Background: an optimization exercise with open tools, aiming at small area and a short achievable clock period. Do not read the settings as production practice. Where RTL was checked, it was by simulation tests only, not by an equivalence proof against the original. No functional check of the RTL was part of run 2. Power figures rest on the tool's default switching activity, not on a simulated workload.

==> flow/design.v, too long to show whole: its modules and the start of the top module <==
// module Power_Spec_Cal: 2172 lines
// module fa: 4 lines
// module hai: 4 lines
// module ha: 4 lines
module Power_Spec_Cal(
           input wire clk,
           input wire rst,
           input wire dv,
           input wire [9:0] xk_index,
           input wire [24:0] fft_data_out_re,
           input wire [24:0] fft_data_out_im,
           output reg [49:0] Power_Spec,
           output reg data_valid,
           output reg dv_FFT
       );
  // ...
==> flow/run.sh <==
#!/bin/bash
# synth_recipe.tcl (not shown) runs the flow's synth.tcl, then flattens the netlist and writes it again
# the make line also repeats each setting of config.mk as NAME=value (left out here)
make -C /OpenROAD-flow-scripts/flow DESIGN_CONFIG=/design/flow/config.mk WORK_HOME=/design/flow/orfs CLKGATE_MAP_FILE= SYNTH_SCRIPT=/design/flow/synth_recipe.tcl finish
==> flow/config.mk <==
export PLATFORM = sky130hd
export DESIGN_NAME = Power_Spec_Cal
export DESIGN_NICKNAME = Power_Spec_Cal
export VERILOG_FILES = /design/flow/design.v
export SDC_FILE = /design/flow/constraint.sdc
export NUM_CORES = 4
export LEC_CHECK = 0
export CAP_MARGIN = 20
export CORE_MARGIN = 2
export CORE_UTILIZATION = 40
export PLACE_DENSITY = 0.6
export SETUP_SLACK_MARGIN = 5
export SLEW_MARGIN = 20
export SYNTH_HIERARCHICAL = 1
export SYNTH_MINIMUM_KEEP_SIZE = 0
==> flow/constraint.sdc <==
create_clock -name core_clock -period 8.0 [get_ports {clk}]
set_input_delay 1.6000 -clock core_clock [delete_from_list [all_inputs] [get_ports {clk}]]
set_output_delay 1.6000 -clock core_clock [all_outputs]
set_load 0.01 [all_outputs]
==> impl_metrics.json, run 1 <==
{
  "finish.instance_area_sq_mm": 0.0320,
  "synthCells": 2305,
  "drive_gt1_frac": 0.0716,
  "path_buf_inv": 2,
  "cp_common_cell": "buf_4",
  "crit_path_start_kind": "flop",
  "wl_um": 75000,
  "yosys_warnings": 7,
  "syn_area_per_cell_sq_um": 12.0,
  "utilization": 0.466,
  "hold_viol": 0,
  "ys.flop_type": "dfxtp_1",
  "yosys.cell_types.count": 52,
  "synth_top_cell_by_area": "fa_1",
  "switchingPower_w": 0.00488,
  "synth_top_family_by_area": "adder cells",
  "muxShareOfSynthArea": 0.000362,
  "synth-async-reset-ratio": 0.00758,
  "dr.max_layer_used": "met5",
  "synth_xor_area_frac": 0.0139,
  "status": "timing/DRC/antenna clean",
  "hold_end": "Power_Spec[28]$_DFF_P_",
  "hp-start": "p5[28]$_DFF_P_",
  "grt_busiest_layer": "met2",
  "clk_share": 0.0613,
  "path_cells": "ha_4 -> nand4_1 -> nor3_2 -> a221oi_2 -> buf_4 -> a211oi_4 -> buf_4 -> o21ai_1 -> a31oi_2 -> a2111oi_0 -> a311oi_1",
  "clk_pin_slew_ps": 60,
  "total_power_w": 0.0130,
  "place.gp.congestion": 0.897,
  "first_pass_iters": 6
}
==> run 2, diff against run 1 <==
--- a/flow/design.v
+++ b/flow/design.v
@@ -1856,40 +1856,54 @@
 wire w2991, w2992;
 fa uw2991 (.a(w2621), .b(w2624), .c(w2628), .s(w2991), .co(w2992));
 wire w2995, w2996;
 fa uw2995 (.a(w2092), .b(w2625), .c(w2629), .s(w2995), .co(w2996));
 wire w2999, w3000;
 fa uw2999 (.a(w2101), .b(w2637), .c(w2640), .s(w2999), .co(w3000));
 wire w3003, w3004;
 fa uw3003 (.a(w1300), .b(w2104), .c(w2641), .s(w3003), .co(w3004));
-wire w3235, w3236;
-hai uw3235 (.a(r2[59]), .b(r2[60]), .s(w3235), .co(w3236));
-wire w3239, w3240;
-hai uw3239 (.a(r2[66]), .b(r2[67]), .s(w3239), .co(w3240));
-wire w3243, w3244;
-hai uw3243 (.a(r2[72]), .b(r2[73]), .s(w3243), .co(w3244));
+wire w3235;
+g_xnor2 uw3235 (.a(r2[59]), .b(r2[60]), .y(w3235));
+wire w3236;
+g_or2 uw3236 (.a(r2[59]), .b(r2[60]), .y(w3236));
+wire w3239;
+g_xnor2 uw3239 (.a(r2[66]), .b(r2[67]), .y(w3239));
+wire w3240;
+g_or2 uw3240 (.a(r2[66]), .b(r2[67]), .y(w3240));
+wire w3243;
+g_xnor2 uw3243 (.a(r2[72]), .b(r2[73]), .y(w3243));
+wire w3244;
+g_or2 uw3244 (.a(r2[72]), .b(r2[73]), .y(w3244));
 wire w3247, w3248;
 fa uw3247 (.a(r2[78]), .b(r2[79]), .c(r2[80]), .s(w3247), .co(w3248));
-wire w3251, w3252;
-hai uw3251 (.a(r2[81]), .b(r2[82]), .s(w3251), .co(w3252));
+wire w3251;
+g_xnor2 uw3251 (.a(r2[81]), .b(r2[82]), .y(w3251));
+wire w3252;
+g_or2 uw3252 (.a(r2[81]), .b(r2[82]), .y(w3252));
 wire w3255, w3256;
 fa uw3255 (.a(r2[86]), .b(r2[87]), .c(r2[88]), .s(w3255), .co(w3256));
-wire w3259, w3260;
-hai uw3259 (.a(r2[89]), .b(r2[90]), .s(w3259), .co(w3260));
+wire w3259;
+g_xnor2 uw3259 (.a(r2[89]), .b(r2[90]), .y(w3259));
+wire w3260;
+g_or2 uw3260 (.a(r2[89]), .b(r2[90]), .y(w3260));
 wire w3263, w3264;
 fa uw3263 (.a(r2[93]), .b(r2[94]), .c(r2[95]), .s(w3263), .co(w3264));
-wire w3267, w3268;
-hai uw3267 (.a(r2[96]), .b(r2[97]), .s(w3267), .co(w3268));
+wire w3267;
+g_xnor2 uw3267 (.a(r2[96]), .b(r2[97]), .y(w3267));
+wire w3268;
+g_or2 uw3268 (.a(r2[96]), .b(r2[97]), .y(w3268));
 wire w3271, w3272;
 fa uw3271 (.a(r2[100]), .b(r2[101]), .c(r2[102]), .s(w3271), .co(w3272));
 wire w3275, w3276;
 fa uw3275 (.a(r2[103]), .b(r2[104]), .c(r2[105]), .s(w3275), .co(w3276));
-wire w3279, w3280;
-hai uw3279 (.a(r2[106]), .b(r2[107]), .s(w3279), .co(w3280));
+wire w3279;
+g_xnor2 uw3279 (.a(r2[106]), .b(r2[107]), .y(w3279));
+wire w3280;
+g_or2 uw3280 (.a(r2[106]), .b(r2[107]), .y(w3280));
 wire w3283, w3284;
 fa uw3283 (.a(r2[109]), .b(r2[110]), .c(r2[111]), .s(w3283), .co(w3284));
 wire w3287, w3288;
 fa uw3287 (.a(r2[112]), .b(r2[113]), .c(r2[114]), .s(w3287), .co(w3288));
 wire w3291, w3292;
 fa uw3291 (.a(r2[116]), .b(r2[117]), .c(r2[118]), .s(w3291), .co(w3292));
 wire w3295, w3296;
 fa uw3295 (.a(r2[119]), .b(r2[120]), .c(r2[121]), .s(w3295), .co(w3296));
@@ -1906,38 +1920,52 @@
 wire w3319, w3320;
 fa uw3319 (.a(r2[143]), .b(r2[144]), .c(r2[145]), .s(w3319), .co(w3320));
 wire w3323, w3324;
 fa uw3323 (.a(r2[148]), .b(r2[149]), .c(r2[150]), .s(w3323), .co(w3324));
 wire w3327, w3328;
 fa uw3327 (.a(r2[154]), .b(r2[155]), .c(r2[156]), .s(w3327), .co(w3328));
 wire w3331, w3332;
 fa uw3331 (.a(r2[161]), .b(r2[162]), .c(r2[163]), .s(w3331), .co(w3332));
-wire w3335, w3336;
-hai uw3335 (.a(r2[25]), .b(r2[26]), .s(w3335), .co(w3336));
-wire w3339, w3340;
-hai uw3339 (.a(r2[30]), .b(r2[31]), .s(w3339), .co(w3340));
-wire w3343, w3344;
-hai uw3343 (.a(r2[34]), .b(r2[35]), .s(w3343), .co(w3344));
+wire w3335;
+g_xnor2 uw3335 (.a(r2[25]), .b(r2[26]), .y(w3335));
+wire w3336;
+g_or2 uw3336 (.a(r2[25]), .b(r2[26]), .y(w3336));
+wire w3339;
+g_xnor2 uw3339 (.a(r2[30]), .b(r2[31]), .y(w3339));
+wire w3340;
+g_or2 uw3340 (.a(r2[30]), .b(r2[31]), .y(w3340));
+wire w3343;
+g_xnor2 uw3343 (.a(r2[34]), .b(r2[35]), .y(w3343));
+wire w3344;
+g_or2 uw3344 (.a(r2[34]), .b(r2[35]), .y(w3344));
 wire w3347, w3348;
 fa uw3347 (.a(r2[38]), .b(r2[39]), .c(r2[40]), .s(w3347), .co(w3348));
-wire w3351, w3352;
-hai uw3351 (.a(r2[41]), .b(r2[42]), .s(w3351), .co(w3352));
+wire w3351;
+g_xnor2 uw3351 (.a(r2[41]), .b(r2[42]), .y(w3351));
+wire w3352;
+g_or2 uw3352 (.a(r2[41]), .b(r2[42]), .y(w3352));
 wire w3355, w3356;
 fa uw3355 (.a(r2[44]), .b(r2[45]), .c(r2[46]), .s(w3355), .co(w3356));
-wire w3359, w3360;
-hai uw3359 (.a(r2[47]), .b(r2[48]), .s(w3359), .co(w3360));
+wire w3359;
+g_xnor2 uw3359 (.a(r2[47]), .b(r2[48]), .y(w3359));
+wire w3360;
+g_or2 uw3360 (.a(r2[47]), .b(r2[48]), .y(w3360));
 wire w3363, w3364;
 fa uw3363 (.a(r2[49]), .b(r2[50]), .c(r2[51]), .s(w3363), .co(w3364));
-wire w3367, w3368;
-hai uw3367 (.a(r2[52]), .b(r2[53]), .s(w3367), .co(w3368));
+wire w3367;
+g_xnor2 uw3367 (.a(r2[52]), .b(r2[53]), .y(w3367));
+wire w3368;
+g_or2 uw3368 (.a(r2[52]), .b(r2[53]), .y(w3368));
 wire w3371, w3372;
 fa uw3371 (.a(r2[54]), .b(r2[55]), .c(r2[56]), .s(w3371), .co(w3372));
-wire w3375, w3376;
-hai uw3375 (.a(r2[57]), .b(r2[58]), .s(w3375), .co(w3376));
+wire w3375;
+g_xnor2 uw3375 (.a(r2[57]), .b(r2[58]), .y(w3375));
+wire w3376;
+g_or2 uw3376 (.a(r2[57]), .b(r2[58]), .y(w3376));
 wire w3379, w3380;
 fa uw3379 (.a(r2[61]), .b(r2[62]), .c(r2[63]), .s(w3379), .co(w3380));
 wire w3383, w3384;
 fa uw3383 (.a(r2[64]), .b(r2[65]), .c(w3235), .s(w3383), .co(w3384));
 wire w3387, w3388;
 fa uw3387 (.a(r2[68]), .b(r2[69]), .c(r2[70]), .s(w3387), .co(w3388));
 wire w3391, w3392;
 fa uw3391 (.a(r2[71]), .b(w3236), .c(w3239), .s(w3391), .co(w3392));
@@ -2008,22 +2036,28 @@
 wire w3523, w3524;
 fa uw3523 (.a(r2[185]), .b(r2[186]), .c(r2[187]), .s(w3523), .co(w3524));
 wire w3527, w3528;
 fa uw3527 (.a(r2[189]), .b(r2[190]), .c(r2[191]), .s(w3527), .co(w3528));
 wire w3531, w3532;
 fa uw3531 (.a(r2[194]), .b(r2[195]), .c(r2[196]), .s(w3531), .co(w3532));
 wire w3535, w3536;
 fa uw3535 (.a(r2[199]), .b(r2[200]), .c(r2[201]), .s(w3535), .co(w3536));
-wire w3539, w3540;
-hai uw3539 (.a(r2[15]), .b(r2[16]), .s(w3539), .co(w3540));
-wire w3543, w3544;
-hai uw3543 (.a(r2[19]), .b(r2[20]), .s(w3543), .co(w3544));
-wire w3547, w3548;
-hai uw3547 (.a(r2[22]), .b(r2[23]), .s(w3547), .co(w3548));
+wire w3539;
+g_xnor2 uw3539 (.a(r2[15]), .b(r2[16]), .y(w3539));
+wire w3540;
+g_or2 uw3540 (.a(r2[15]), .b(r2[16]), .y(w3540));
+wire w3543;
+g_xnor2 uw3543 (.a(r2[19]), .b(r2[20]), .y(w3543));
+wire w3544;
+g_or2 uw3544 (.a(r2[19]), .b(r2[20]), .y(w3544));
+wire w3547;
+g_xnor2 uw3547 (.a(r2[22]), .b(r2[23]), .y(w3547));
+wire w3548;
+g_or2 uw3548 (.a(r2[22]), .b(r2[23]), .y(w3548));
 wire w3551, w3552;
 fa uw3551 (.a(r2[27]), .b(r2[28]), .c(r2[29]), .s(w3551), .co(w3552));
 wire w3555, w3556;
 fa uw3555 (.a(r2[32]), .b(r2[33]), .c(w3336), .s(w3555), .co(w3556));
 wire w3559, w3560;
 fa uw3559 (.a(r2[36]), .b(r2[37]), .c(w3340), .s(w3559), .co(w3560));
 wire w3563, w3564;
 fa uw3563 (.a(r2[43]), .b(w3344), .c(w3347), .s(w3563), .co(w3564));
@@ -2078,24 +2112,32 @@
 wire w3663, w3664;
 fa uw3663 (.a(r2[202]), .b(r2[203]), .c(w3532), .s(w3663), .co(w3664));
 wire w3667, w3668;
 fa uw3667 (.a(r2[204]), .b(r2[205]), .c(r2[206]), .s(w3667), .co(w3668));
 wire w3671, w3672;
 fa uw3671 (.a(r2[207]), .b(r2[208]), .c(r2[209]), .s(w3671), .co(w3672));
 wire w3675, w3676;
 fa uw3675 (.a(r2[211]), .b(r2[212]), .c(r2[213]), .s(w3675), .co(w3676));
-wire w3679, w3680;
-hai uw3679 (.a(r2[6]), .b(r2[7]), .s(w3679), .co(w3680));
-wire w3683, w3684;
-hai uw3683 (.a(r2[9]), .b(r2[10]), .s(w3683), .co(w3684));
-wire w3687, w3688;
-hai uw3687 (.a(r2[11]), .b(r2[12]), .s(w3687), .co(w3688));
-wire w3691, w3692;
-hai uw3691 (.a(r2[13]), .b(r2[14]), .s(w3691), .co(w3692));
+wire w3679;
+g_xnor2 uw3679 (.a(r2[6]), .b(r2[7]), .y(w3679));
+wire w3680;
+g_or2 uw3680 (.a(r2[6]), .b(r2[7]), .y(w3680));
+wire w3683;
+g_xnor2 uw3683 (.a(r2[9]), .b(r2[10]), .y(w3683));
+wire w3684;
+g_or2 uw3684 (.a(r2[9]), .b(r2[10]), .y(w3684));
+wire w3687;
+g_xnor2 uw3687 (.a(r2[11]), .b(r2[12]), .y(w3687));
+wire w3688;
+g_or2 uw3688 (.a(r2[11]), .b(r2[12]), .y(w3688));
+wire w3691;
+g_xnor2 uw3691 (.a(r2[13]), .b(r2[14]), .y(w3691));
+wire w3692;
+g_or2 uw3692 (.a(r2[13]), .b(r2[14]), .y(w3692));
 wire w3695, w3696;
 fa uw3695 (.a(r2[17]), .b(r2[18]), .c(w3539), .s(w3695), .co(w3696));
 wire w3699, w3700;
 fa uw3699 (.a(r2[21]), .b(w3540), .c(w3543), .s(w3699), .co(w3700));
 wire w3703, w3704;
 fa uw3703 (.a(r2[24]), .b(w3544), .c(w3547), .s(w3703), .co(w3704));
 wire w3707, w3708;
 fa uw3707 (.a(w3548), .b(w3335), .c(w3551), .s(w3707), .co(w3708));
@@ -2164,22 +2206,29 @@
 wire w3835, w3836;
 fa uw3835 (.a(r2[215]), .b(r2[216]), .c(w3676), .s(w3835), .co(w3836));
 wire w3839, w3840;
 fa uw3839 (.a(r2[217]), .b(r2[218]), .c(r2[219]), .s(w3839), .co(w3840));
 wire w3843, w3844;
 fa uw3843 (.a(r2[220]), .b(r2[221]), .c(r2[222]), .s(w3843), .co(w3844));
 wire [49:0] add_a = {r3[94], r3[92], r3[90], r3[88], r3[86], r3[84], r3[82], r3[80], r3[78], r3[76], r3[74], r3[72], r3[70], r3[68], r3[66], r3[64], r3[62], r3[60], r3[58], r3[56], r3[54], r3[52], r3[50], r3[48], r3[46], r3[44], r3[42], r3[40], r3[38], r3[36], r3[34], r3[32], r3[30], r3[28], r3[26], r3[24], r3[22], r3[20], r3[18], r3[16], r3[14], r3[12], r3[10], r3[8], r3[6], r3[5], r3[4], r3[2], 1'b1, r3[0]};
 wire [49:0] add_b = {r3[95], r3[93], r3[91], r3[89], r3[87], r3[85], r3[83], r3[81], r3[79], r3[77], r3[75], r3[73], r3[71], r3[69], r3[67], r3[65], r3[63], r3[61], r3[59], r3[57], r3[55], r3[53], r3[51], r3[49], r3[47], r3[45], r3[43], r3[41], r3[39], r3[37], r3[35], r3[33], r3[31], r3[29], r3[27], r3[25], r3[23], r3[21], r3[19], r3[17], r3[15], r3[13], r3[11], r3[9], r3[7], 1'b1, 1'b1, r3[3], 1'b1, r3[1]};
-wire [49:0] add_y = ~(add_a + add_b + 50'd1);
+wire [50:0] add_t = {add_a, 1'b1} + {add_b, 1'b1};
+wire [49:0] add_y = ~add_t[50:1];
 endmodule
 module fa (input wire a, input wire b, input wire c, output wire s, output wire co);
 assign s = a ^ b ^ c;
 assign co = (a & b) | (a & c) | (b & c);
 endmodule
 module hai (input wire a, input wire b, output wire s, output wire co);
 assign s = ~(a ^ b);
 assign co = a | b;
 endmodule
 module ha (input wire a, input wire b, output wire s, output wire co);
 assign s = a ^ b;
 assign co = a & b;
 endmodule
+module g_or2 (input wire a, input wire b, output wire y);
+assign y = a | b;
+endmodule
+module g_xnor2 (input wire a, input wire b, output wire y);
+assign y = ~(a ^ b);
+endmodule
==> flow/flow/run.sh (new file) <==
#!/bin/bash
set -euo pipefail
MARGIN=$(cat flow/margin.txt)
PORTBUF=$(cat flow/port_buffer.txt)
bash standard.sh "SETUP_SLACK_MARGIN=$MARGIN" "BUFFER_PORTS_ARGS=-buffer_cell $PORTBUF" finish > standard_flow.log 2>&1
==> flow/flow/margin.txt (new file) <==
5.3
==> flow/flow/port_buffer.txt (new file) <==
sky130_fd_sc_hd__buf_2
==> flow/standard.sh (new file) <==
#!/bin/bash
# synth_recipe.tcl (not shown) runs the flow's synth.tcl, then flattens the netlist and writes it again
# the make line also repeats each setting of config.mk as NAME=value (left out here)
make -C /OpenROAD-flow-scripts/flow DESIGN_CONFIG=/design/flow/config.mk WORK_HOME=/design/flow/orfs CLKGATE_MAP_FILE= SYNTH_SCRIPT=/design/flow/synth_recipe.tcl "${@:-finish}"
==> flow/config.mk (replaced) <==
export PLATFORM = sky130hd
export DESIGN_NAME = Power_Spec_Cal
export DESIGN_NICKNAME = Power_Spec_Cal
export VERILOG_FILES = /design/flow/design.v
export SDC_FILE = /design/flow/constraint.sdc
export NUM_CORES = 4
export LEC_CHECK = 0
export CAP_MARGIN = 20
export CORE_MARGIN = 2
export CORE_UTILIZATION = 40
export CTS_CLUSTER_DIAMETER = 120
export CTS_CLUSTER_SIZE = 25
export PLACE_DENSITY = 0.6
export SLEW_MARGIN = 20
export SYNTH_HIERARCHICAL = 1
export SYNTH_MINIMUM_KEEP_SIZE = 0
removed: flow/run.sh
==> run 2 against run 1 <==
Combinational power rose by 2%; critical path type unchanged; critical path depth rose by 1; flip-flop and latch count did not move; setup slack improved by 160 ps.
==> impl_metrics.json, run 2 <==
{
  "yosys.cell_types.count": 53,
  "switchingPower_w": 0.00472,
  "cts_buffers": 25,
  "multi_input_area_sq_mm": 0.0164,
  "total_power_w": 0.0118,
  "reg_top3": "r2 x228, r3 x96",
  "synth_compound_area_frac": 0.0333,
  "power_density_mw_per_mm2": 393,
  "place.gp.congestion": 0.851,
  "synth_top_cell_by_area": "fa_1",
  "die_w_um": 266,
  "crit_path_start_kind": "flop",
  "grt_max_degree": 26,
  "htree_levels": 1,
  "dp_hpwl_um": 50100,
  "syn_area_sq_mm": 0.0274,
  "layout_common_cells": "621 x nand2_1, 557 x fa_1, 515 x dfxtp_1",
  "status": "timing/DRC/antenna clean",
  "synthAdderAreaFrac": 0.428,
  "grt_pass1_wl_um": 113000,
  "crit_fanout": 5,
  "mostFrequentLayoutCell": "nand2_1",
  "path_class": "reg -> reg",
  "holdPathStages": 0,
  "ys_seq_elements": 528,
  "setup_tns_ps": 0,
  "synth_top_area_frac": 0.407,
  "synthesis.nets": 2909,
  "synth-seq-area-share": 0.386,
  "worst-endpoint-arrival_ps": 3280,
  "synthCells": 2242,
  "p_leak_nw": 11.5,
  "grt_pass1_vias": 19200,
  "yosys_warnings": 7,
  "num-fill-cells": 6100,
  "ir_drop_uv": 218,
  "cts.path.max_buffers": 3,
  "finalCritPeriodShare": 0.351,
  "combPwrFrac": 0.523,
  "portBuffers": 105,
  "synth_xor_area_frac": 0.0208,
  "antenna_left": 0,
  "initial_core_util": 0.406,
  "ctsHoldBuffers": 0,
  "tightest_slew_ps": 541,
  "grt_usage": 0.213,
  "antenna_found_initial": 2,
  "syn_to_final_growth_pct": 9.70,
  "p_int_w": 0.00710,
  "worstHoldPathType": "reg -> reg",
  "die_h_um": 266,
  "drv_slew": 0,
  "largest_register": "r2",
  "overflow": 0,
  "clk_pin_slew_ps": 100,
  "power_frac_clock": 0.121,
  "max_clock_freq_mhz": 356,
  "dieArea_sq_mm": 0.0707,
  "worstSkewPairLatency_ps": 600,
  "drt_iter0_markers": 1548,
  "synth_edf_count": 0,
  "worst_clock_skew_ps": 31.0,
  "cts_tree": "built",
  "period_minus_slack_ps": 2810,
  "wl_per_cell_um": 23.3,
  "setup_viol": 0,
  "top_level_ports": 115,
  "drc_errors": 0,
  "viasPerCell": 5.35,
  "slew_headroom": 0.635,
  "worst_setup_path_end_kind": "flop",
  "clkSinkCount": 528,
  "yosys.area_share.simple": 0.107,
  "swShare": 0.399,
  "drive_gt1_frac": 0.102,
  "synthTopCellsByCount": "621 x nand2_1, 557 x fa_1, 524 x dfxtp_1",
  "muxShareOfSynthArea": 0.000365,
  "first_pass_iters": 6,
  "regArea_sq_mm": 0.0106,
  "synth_top_family_by_area": "adder cells",
  "largest_reg_flops": 228,
  "yosysMostFrequentCell": "nand2_1",
  "rsz0062_at_grt": "yes",
  "crit_required_ps": 8470,
  "rows": 95,
  "fin_nets": 2992,
  "diodes": 0,
  "synth_area_leaders": "fa_1 41%, dfxtp_1 38%, nand2_1 8.5%, ha_1 2.1%, clkbuf_1 1.5%",
  "reg2reg_depth": 12,
  "vias": 17100,
  "syn_area_per_cell_sq_um": 12.2,
  "synth-async-reset-ratio": 0.00758,
  "cap_violations": 0,
  "sequentialPowerShare": 0.356,
  "wl_um": 74600,
  "core_sq_mm": 0.0675,
  "cts_root_buffer": "clkbuf_16",
  "ys.flop_type": "dfxtp_1",
  "hold_viol": 0
}
==> run 2: power by group through the flow <==
stage | Clock (W) | Combinational, W | Sequential, W
finish | 0.00143 | 0.00618 | 0.00421
global route | 0.00156 | 0.00683 | 0.00431
CTS | 0.00148 | 0.00609 | 0.00423
detailed placement | 0 | 0.00585 | 0.00426
global placement | 0 | 0.00572 | 0.00424
floorplan | 0 | 0.00362 | 0.00421
==> run 2: repair_timing <==
item / CTS / global route
resized for setup: 41 / 17
buffers inserted: 10 / 4
endpoints found under the setup margin: 37 / 22
pin swaps: 19 / 12
==> run 2: modules after synthesis (local to each module, per instance) <==
| module | copies in the design | flops+latches | cell area, sq um | cells |
|---|---|---|---|---|
| fa | 557 | 0 | 20.0 | 1 |
| g_xnor2 | 21 | 0 | 8.76 | 1 |
| Power_Spec_Cal | 1 | 528 | 16000 | 1643 |
| g_or2 | 21 | 0 | 6.26 | 1 |
==> run 2: path summary, 6_finish.rpt <==
| path | from | endpoint | slack (ps) |
|---|---|---|---|
| hold reg to reg | p4[38]$_DFF_P_ | p5[38]$_DFF_P_ | 330 |
| min in group asynchronous | rst | data_valid$_DFF_PP0_ | 870 |
| hold / removal | p4[38]$_DFF_P_ | p5[38]$_DFF_P_ | 330 |
| max in group asynchronous | rst | dv_reg[0]$_DFF_PP0_ | 6980 |
| setup / recovery | r3[2]$_DFF_P_ | p4[46]$_DFF_P_ | 5190 |
| setup reg to reg | r3[2]$_DFF_P_ | p4[46]$_DFF_P_ | 5190 |
==> run 2: logic make-up (layout without fill, tap and decap cells) <==
| group | Yosys count | count (layout) |
|---|---|---|
| AO/OA/AOI/OAI | 138 | 138 |
| XOR/XNOR | 65 | 65 |
| adder cells (fa/ha/maj) | 604 | 604 |
| buffers and inverters | 177 | 262 |
| flip-flops | 528 | 528 |
| multiplexers | 1 | 1 |
| AND/OR/NAND/NOR | 729 | 729 |
==> run 2: per-stage QoR <==
| stage | area, sq um | cells | util | setup slack [ps] | hold slack (ps) |
|---|---|---|---|---|---|
| detailed placement | 29000 | 3157 | 0.429 | 4760 | 312 |
| CTS | 30000 | 3196 | 0.444 | 5210 | 324 |
| global route | 30100 | 3200 | 0.446 | 5060 | 334 |
| floorplan | 27400 | 2242 | - | 5440 | 310 |
| global placement | 29000 | 3157 | 0.429 | 4790 | 311 |
| finish | 30100 | 3200 | 0.446 | 5190 | 326 |
==> run 2: layout make-up <==
| type | count | area share |
|---|---|---|
| clock buffer | 27 | 0.0218 |
| multi-input combinational | 1537 | 0.546 |
| clock inverter | 2 | 0.000707 |
| timing repair buffer | 167 | 0.0344 |
| sequential | 528 | 0.353 |
| inverter | 66 | 0.00824 |
| tap | 873 | 0.0363 |
==> run 2: per-layer routing <==
| metal | track usage | routed length (um) | vias up |
|---|---|---|---|
| met5 | 0 | 13 | - |
| li1 | - | - | 7032 |
| met1 | 0.280 | 29500 | 8771 |
| met2 | 0.341 | 34500 | 1065 |
| met4 | 0.0835 | 2810 | 2 |
| met3 | 0.0503 | 7750 | 240 |
==> run 2: critical path, cell delays in order (launching register included) <==
cell      delay, ps
dfxtp_1         320
inv_1            40
ha_2            190
ha_4            170
nand2b_4         60
nand4_1         120
a2111o_1        520
a31oi_4         220
buf_12          150
a22oi_2          90
o32a_1          430
a31o_1          240
xor2_1          130

## separate check: timing with driven ports
In the flow no input, the clock included, has a driving cell. The finished layouts below were timed again as built, in two steps.
Step 1 sets driving cells, clkbuf_16 on the clock port and buf_2 on the other inputs (assumed; they add their load-dependent delay and slew).
Step 2 adds t to the input delays and takes it off the output delays; t is the mean of the earliest and latest rising clock arrival at the registers after step 1. Input paths then give back, and output paths get back, about the clock's delay inside the block.
Slacks: ideal / step 1 / step 2; pairs: ideal / step 1.
| run | t (ns) | setup slack, ns | clock arrival spread, ns | worst register clock-pin slew, ns | worst data-port slew with drivers (ns) |
|---|---|---|---|---|---|
| run 1 | 0.669 | 5.033 / 5.033 / 5.033 | 0.029 / 0.029 | 0.07 / 0.07 | 0.04 |
| run 2 | 0.649 | 5.191 / 5.191 / 5.191 | 0.031 / 0.031 | 0.11 / 0.11 | 0.04 |
After both steps every run listed still meets setup and hold.
